What follows belongs to an exercise in optimizing a design on an open flow for small area and a short achievable clock period; a production flow would make more cautious choices.
No functional check of the RTL was part of this run.
Power is estimated from default activity; no workload was simulated.

==> design.v <==
module decode_alu (
	input [31:0] inst,
	input [31:0] rs1,
	input [31:0] rs2,
	output [31:0] a,
	output [31:0] b,
	output [31:0] d,
	output [12:0] ctl
);
	wire [6:0] opc = inst[6:0];
	wire [2:0] f3 = inst[14:12];
	wire is_op    = opc == 7'b0110011;
	wire is_opimm = opc == 7'b0010011;
	wire is_lui   = opc == 7'b0110111;
	wire is_load  = opc == 7'b0000011;
	wire is_store = opc == 7'b0100011;
	wire is_br    = opc == 7'b1100011;
	wire is_alu   = is_op | is_opimm;
	wire is_sll   = is_alu & (f3 == 3'd1);
	wire is_sr    = is_alu & (f3 == 3'd5);
	wire is_slt   = is_alu & (f3[2:1] == 2'b01);
	wire do_sub   = is_op & (f3 == 3'd0) & inst[30];
	wire do_add   = (is_alu & (f3 == 3'd0)) | is_load | is_store | is_lui;
	wire i2 = inst[2], i4 = inst[4], i5 = inst[5], i6 = inst[6];
	wire rev = i4 & (f3 == 3'b001);                    
	wire sub_s = (i5 & i4 & ~i2 & (f3 == 3'd0) & inst[30]) |    
	             (i4 & ~i2 & (f3[2:1] == 2'b01)) |              
	             (i6 & f3[2]);                                  
	wire [31:0] ar;
	genvar i;
	generate for (i = 0; i < 32; i = i + 1) begin : g_rev
		assign ar[i] = rs1[31 - i];
	end endgenerate
	assign a = (rev ? ar : rs1) & {32{~i2}};
	wire [31:0] iimm = {{20{inst[31]}}, inst[31:20]};
	wire [31:0] simm = {{20{inst[31]}}, inst[31:25], inst[11:7]};
	wire [31:0] uimm = {inst[31:12], 12'b0};
	wire [31:0] bsel = ~i5 ? iimm : i2 ? uimm : (i4 | i6) ? rs2 : simm;
	assign b = bsel ^ {32{sub_s}};
	assign d = {rs2[31:16] & {16{f3 == 3'd2}}, rs2[15:8] & {8{f3 == 3'd1 || f3 == 3'd2}},
	            rs2[7:0] & {8{f3[2] == 1'b0 && f3[1:0] != 2'b11}}};
	wire is_xor = is_alu & (f3 == 3'd4);
	wire is_or  = is_alu & (f3 == 3'd6);
	wire is_and = is_alu & (f3 == 3'd7);
	wire br_x = is_br & (f3[2:1] == 2'b00);
	wire kp = do_add | is_xor | is_or | br_x;
	wire kg = is_or | is_and;
	wire en_lt = is_slt | (is_br & f3[2]);
	wire uns = is_br ? f3[1] : f3[0];
	wire ten = is_br & (f3[2:1] != 2'b01);
	wire inv = f3[0];
	wire arith = inst[30];
	wire [1:0] wk = ~is_store ? 2'd0 : (f3 == 3'd0) ? 2'd1 : (f3 == 3'd1) ? 2'd2 : (f3 == 3'd2) ? 2'd3 : 2'd0;
	assign ctl = {wk, arith, is_sr, is_sll, inv, ten, uns, en_lt, do_add, kg, kp, sub_s};
endmodule
module alu (
	input [31:0] a,
	input [31:0] b,
	input [10:0] ctl,
	output [31:0] alu_out,
	output [1:0] lane,
	output lt_en,
	output taken
);
	wire sub = ctl[0];
	wire kp = ctl[1];
	wire kg = ctl[2];
	wire ce = ctl[3];
	wire en_lt = ctl[4];
	wire uns = ctl[5];
	wire ten = ctl[6];
	wire inv = ctl[7];
	wire kl = ctl[8];
	wire kr = ctl[9];
	wire arith = ctl[10];
	wire [31:0] p = a ^ b;
	wire [31:0] g = a & b;
	wire [32:0] c;
	prefix_carry #(.W(32)) pc0 (.p(p), .g(g), .ci(sub), .c(c));
	wire ltu = ~c[32];
	wire lt = uns ? ltu : (ltu ^ a[31] ^ ~b[31]);
	wire eq = ~|p;
	wire fill = arith & kr & a[31];
	wire [31:0] sr = $signed({fill, a}) >>> b[4:0];
	wire [31:0] sh;
	genvar i;
	generate for (i = 0; i < 32; i = i + 1) begin : g_sh
		assign sh[i] = (sr[i] & kr) | (sr[31 - i] & kl);
	end endgenerate
	wire [31:0] l = ((p & {32{kp}}) | (g & {32{kg}})) ^ (c[31:0] & {32{ce}});
	wire [31:0] r = l | sh;
	assign lt_en = lt & en_lt;
	assign alu_out = {r[31:1], r[0] | lt_en};
	wire sz = b[4:0] == 5'd0;
	wire so = b[4:0] == 5'd1;
	assign lane = l[1:0] | {kl & ((sz & a[30]) | (so & a[31])), kl & sz & a[31]};
	assign taken = ten & ((en_lt ? lt : eq) ^ inv);
endmodule
module prefix_carry #(parameter W = 32) (
	input [W-1:0] p,
	input [W-1:0] g,
	input ci,
	output [W:0] c
);
	localparam L = (W > 16) ? 5 : (W > 8) ? 4 : (W > 4) ? 3 : (W > 2) ? 2 : 1;
	wire [W-1:0] gg [0:L];
	wire [W-1:0] pp [0:L];
	assign gg[0] = {g[W-1:1], g[0] | (p[0] & ci)};
	assign pp[0] = {p[W-1:1], 1'b0};
	genvar l, i;
	generate for (l = 0; l < L; l = l + 1) begin : g_lev
		for (i = 0; i < W; i = i + 1) begin : g_bit
			if ((i >> l) & 1) begin : g_op
				localparam integer J = ((i >> l) << l) - 1;
				assign gg[l+1][i] = gg[l][i] | (pp[l][i] & gg[l][J]);
				assign pp[l+1][i] = pp[l][i] & pp[l][J];
			end else begin : g_pass
				assign gg[l+1][i] = gg[l][i];
				assign pp[l+1][i] = pp[l][i];
			end
		end
	end endgenerate
	assign c = {gg[L], ci};
endmodule
module branch_gen (
	input [31:0] inst,
	input [31:0] pc,
	output [33:0] branch_lo      
);
	wire [11:0] bimm = {inst[31], inst[7], inst[30:25], inst[11:8]};
	wire [12:0] lo = {1'b0, pc[12:1]} + {1'b0, bimm};
	assign branch_lo = {bimm[11], lo[12], pc[31:13], lo[11:0], pc[0]};
endmodule
module branch_hi (
	input [33:0] branch_lo,
	output [31:0] branch_target
);
	wire sg = branch_lo[33];
	wire cy = branch_lo[32];
	wire [18:0] hi = branch_lo[31:13];
	wire [18:0] inc, dec;
	genvar i;
	generate for (i = 0; i < 19; i = i + 1) begin : g_id
		if (i == 0) begin : g0
			assign inc[i] = ~hi[i];
			assign dec[i] = ~hi[i];
		end else begin : gn
			assign inc[i] = hi[i] ^ (&hi[i-1:0]);
			assign dec[i] = hi[i] ^ ~(|hi[i-1:0]);
		end
	end endgenerate
	wire [18:0] hi_t = (cy == sg) ? hi : (cy ? inc : dec);
	assign branch_target = {hi_t, branch_lo[12:0]};
endmodule
module store_format (
	input [31:0] d,
	input [1:0] kind,       
	input [1:0] lane,
	output [31:0] write_data,
	output [3:0] write_mask
);
	assign write_data = d << {lane, 3'b000};
	wire [3:0] m = kind == 2'd1 ? 4'b0001 : kind == 2'd2 ? 4'b0011 : kind == 2'd3 ? 4'b1111 : 4'b0000;
	assign write_mask = kind == 2'd3 ? 4'b1111 : m << lane;
endmodule
module chronos_ex (
	input clk,
	input rst,               
	input in_valid,
	input [31:0] inst,
	input [31:0] pc,
	input [31:0] rs1_data,
	input [31:0] rs2_data,
	output reg out_valid,
	output reg [31:0] result,
	output reg br_taken,
	output reg [31:0] br_target,
	output [31:0] mem_wdata,
	output reg [3:0] mem_wmask
);
	wire [31:0] a_id, b_id, d_id;
	wire [12:0] ctl_id;
	decode_alu dec (
		.inst(inst), .rs1(rs1_data), .rs2(rs2_data),
		.a(a_id), .b(b_id), .d(d_id), .ctl(ctl_id));
	wire [33:0] tgt_id;
	branch_gen bgen (.inst(inst), .pc(pc), .branch_lo(tgt_id));
	reg v1;
	reg [31:0] a1, b1, d1;
	reg [33:0] tgt1;
	reg [12:0] ctl1;
	always @(posedge clk) begin
		v1 <= rst & in_valid;
		a1 <= a_id;
		b1 <= b_id;
		d1 <= d_id;
		tgt1 <= tgt_id;
		ctl1 <= ctl_id;
	end
	wire [31:0] alu_out;
	wire [1:0] lane;
	wire taken, lt_en;
	alu _alu (.a(a1), .b(b1), .ctl(ctl1[10:0]), .alu_out(alu_out), .lane(lane),
		.lt_en(lt_en), .taken(taken));
	wire [31:0] tgt2;
	branch_hi bhi (.branch_lo(tgt1), .branch_target(tgt2));
	wire [31:0] w2;
	wire [3:0] m2;
	store_format sf (.d(d1), .kind(ctl1[12:11]), .lane(lane),
		.write_data(w2), .write_mask(m2));
	reg [31:0] w_q;
	reg up_q;
	always @(posedge clk) begin
		out_valid <= rst & v1;
		result <= alu_out;
		br_taken <= taken;
		br_target <= tgt2;
		w_q <= w2;
		up_q <= lt_en;
		mem_wmask <= m2;
	end
	assign mem_wdata = up_q ? {w_q[23:0], 8'b0} : w_q;
endmodule
==> flow/run.sh <==
#!/bin/bash
# Own layout flow: the standard layout (standard.sh, standard synthesis
# unchanged), except that buffer_ports gives every port a buf_1 buffer.
# make's full output goes to standard.log; each ORFS step logs under orfs/logs/.
set -euo pipefail
export BUFFER_PORTS_ARGS="-buffer_cell sky130_fd_sc_hd__buf_1"
bash standard.sh > standard.log 2>&1
==> standard.sh <==
#!/bin/bash
# synth_recipe.tcl (not shown) runs the flow's synth.tcl, then flattens the netlist and writes it again
# the make line also repeats each setting of config.mk as NAME=value (left out here)
make -C /OpenROAD-flow-scripts/flow DESIGN_CONFIG=/design/flow/config.mk WORK_HOME=/design/flow/orfs CLKGATE_MAP_FILE= SYNTH_SCRIPT=/design/flow/synth_recipe.tcl "${@:-finish}"
==> config.mk <==
export PLATFORM = sky130hd
export DESIGN_NAME = chronos_ex
export DESIGN_NICKNAME = chronos_ex
export VERILOG_FILES = /design/flow/design.v
export SDC_FILE = /design/flow/constraint.sdc
export NUM_CORES = 4
export LEC_CHECK = 0
export CAP_MARGIN = 20
export CORE_MARGIN = 2
export CORE_UTILIZATION = 55
export CTS_CLUSTER_DIAMETER = 80
export CTS_CLUSTER_SIZE = 30
export SETUP_SLACK_MARGIN = 2.5
export SLEW_MARGIN = 20
==> constraint.sdc <==
create_clock -name core_clock -period 5.5 [get_ports {clk}]
set_input_delay 1.1000 -clock core_clock [delete_from_list [all_inputs] [get_ports {clk}]]
set_output_delay 1.1000 -clock core_clock [all_outputs]
set_load 0.01 [all_outputs]
==> summary.txt <==
Layout Skew - 0.0214 ns
CTS Buffer Depth - 3
Clock transition at path regs - 0.10 ns
Worst Max-Slew Pin Slew - 1.04 ns
Maximum clock frequency - 0.336 GHz
Port Buf Inserts - 232
Cts hold-fix bufs - 0
Fin. Hold Viols - 0
Drt pass-1 iters - 5
Critical Path End Type - register
Worst EP arrival - 3.37 ns
Initial antenna violation count - 0
Cells after Synth - 1,428
Setup Viol. Count Final - 0
Later-pin clock latency in the skew report - 0.50 ns
Root Driver - clkbuf_16
Area grow syn2layout - 11.7%
Total power draw - 4.33 mW
Worst Setup Start Kind - register
Synthesized area per cell - 9.16 µm²
Vias in the first global route - 10,387
Most used DFF post-synth - dfxtp_1
WL/cell - 20.5 µm
Number of flops mapped to enable cells by yosys - 0
Initial core utilization - 55.9%
DP Cell Count - 1,902
CP Max Fanout - 8
Status - timing/DRC/antenna clean
First-pass GRT wire length - 59,900 µm
Synthesized cell area - 0.0131 mm²
Num CTS Buffers - 14
Fin util - 62.4%
Seq/Total Area, Yosys - 37.8%
Vias/cell - 5.95
Crit-path cells - ha_2 > nand4_1 > or2_4 > or4_4 > a21oi_2 > o31ai_1 > and4bb_2 > mux2_1 > o311ai_1
Synthesis-stage register bit count - 247
Rows - 56
Crit-path slowest cell - or4_4
Final Max Tran Viols - 0
Vias - 11,463
Setup slack, reg-to-reg - 2.53 ns
Die Area - 0.0250 mm²
Routability cong. - 0.970
Period utilisation layout - 54.1%
HP Class - register to register
CTS HTree Levels - 1
Largest net degree at the start of global routing - 52
Die height - 158 µm
CP required - 5.89 ns
TNS Setup - 0 ns
Synthesized Nets - 1,604
Ant diodes - 0
CP Buf/Inv Count - 0
Core region area - 0.0234 mm²
Synth async-reset ratio - 0%
CTS Sinks - 247
Max-cap violations - 0
Cell area power density - 296 mW/mm²
Netlist cell types - 79
Finished Layout Cells - 1,926
Fin crit period - 2.97 ns
Final #Nets - 1,777
Commonest non-fill, non-tap cell in the layout - dfxtp_1
GRT overflow - 0
Peak supply drop - 0.000352 V
CTS tree - yes
Share of cells above drive strength 1 - 8.53%
Slew HR - 30.4%
All-Layer GR Usage - 31.1%
RSZ-0062 raised after global routing - true
DR iter-0 viols - 1,033
Yosys warnings - 2
I/O pin count - 233
DRT antenna net count - 0
Most frequent cells in the layout - dfxtp_1, buf_1, nand2_1
CP max stage delay - 0.52 ns
Delay-heaviest family, CP - simple AND/OR/NAND/NOR gates
Die Wd - 158 µm
Kind of critical path - register to register
Leak pwr - 5.67 nW
DP Wirelength - 30,100 µm
Remaining DRCs - 0
Final wirelength - 39,400 µm
==> where the power goes <==
part / leakage (nW) / switching [mW] / internal (mW) / total [mW]
clock: 0.228 / 0.636 / 0.531 / 1.17
combinational: 3.39 / 0.659 / 0.449 / 1.11
sequential: 2.05 / 0.121 / 1.93 / 2.05
==> area by class of cell <==
cell class / instances / area, µm²
Clock buffer: 15 / 375
Tap cell: 319 / 399
Multi-Input combinational cell: 1059 / 7640
Clock inverter: 7 / 100
Sequential cell: 247 / 4960
Fill cell: 2098 / 8790
Timing Repair Buffer: 248 / 1020
Inverter: 31 / 116
==> synth_stat cells, types with 22 or more instances <==
cell type	count	share of area, %
nand2_1	179	5.1
mux4_2	25	4.3
ha_1	44	4.2
o21ai_0	73	2.8
dfxtp_1	247	38
xor2_1	40	2.7
and2_1	48	2.3
clkbuf_1	55	1.6
nor3_1	24	0.92
inv_1	30	0.86
a221oi_1	22	1.5
xnor2_1	46	3.1
mux2_2	40	3.4
nor2_1	87	2.5
nand3_1	22	0.84
a22oi_1	30	1.7
a21oi_1	116	4.4
mux2i_1	54	4.1
==> per-layer routing <==
layer	vias to the layer above	wire length [µm]	part of all wire, %	track usage [%]
li1	5497	-	-	-
met3	88	3620	9.2	5.78
met4	0	1600	4.1	10.4
met2	587	16700	42	46.9
met1	5291	17500	44	44.8
met5	-	0	0	0
==> registers in the layout, indices dropped and copies added (netlist names), 4 cells and up <==
name       flops
b1            32
w_q           32
mem_wmask      4
ctl1          13
tgt1          34
br_target     32
a1            32
result        32
d1            32
==> timing repair <==
action	4_1_cts	5_1_grt
resized for setup	11	23
buffers inserted	0	2
setup endpoints to repair	38	47
endpoints found under the hold margin	0	0
pin swaps	0	1
==> per-stage QoR <==
step | cell area [µm²] | hold WS (ns) | worst slack [ns]
3_5_place_dp | 14000 | 0.312 | 2.08
3_3_place_gp | 14000 | 0.311 | 2.13
6_report | 14600 | 0.336 | 2.53
5_1_grt | 14600 | 0.343 | 2.38
4_1_cts | 14500 | 0.338 | 2.50
2_1_floorplan | 13100 | 0.310 | 2.72
==> logic make-up after synthesis <==
group	Yosys count	share of synthesized area [%]
AO/OA/AOI/OAI	354	17.4
XOR/XNOR	86	5.76
adder cells (fa/ha/maj)	46	4.44
buffers and inverters	122	4.67
flip-flops	247	37.8
multiplexers	130	13.9
AND/OR/NAND/NOR	443	16.0
==> worst register-to-register path, stage by stage, from the launching register on <==
cell,delay (ns)
dfxtp_1,0.43
ha_2,0.46
nand4_1,0.13
or2_4,0.28
or4_4,0.52
a21oi_2,0.17
o31ai_1,0.11
and4bb_2,0.36
mux2_1,0.34
o311ai_1,0.09
==> path summary, 6_finish.rpt <==
| check | startpoint | endpoint | depth (start not counted) |
|---|---|---|---|
| max | a1[16] | br_taken | 9 |
| min | tgt1[5] | br_target[5] | 0 |
| max reg2reg | a1[16] | br_taken | 9 |
| min reg2reg | tgt1[5] | br_target[5] | 0 |

## port drivers added, routing unchanged
The results above use ideal ports. As a check the final layout listed here was re-extracted and re-timed, cells and wires unchanged. Step 1 assumes that a clkbuf_16 drives the clock port and a buf_2 every other input. Step 2 also shifts input and output timing later by t, the mid clock arrival at the registers, as if the neighbouring blocks saw the same clock. a / b / c = no drivers / after step 1 / after step 2; a / b = the first two.
shift t [ns]: 0.538
setup slack, ns: 2.526 / 2.526 / 2.254
hold slack, ns: 0.336 / 0.336 / 0.336
worst register clock-pin slew, ns: 0.11 / 0.11
worst data-port slew with drivers (ns): 0.05
After both steps setup and hold are still met in this run. The setup slack of this run moves by 0.000 ns with the drivers and by -0.272 ns with both steps.
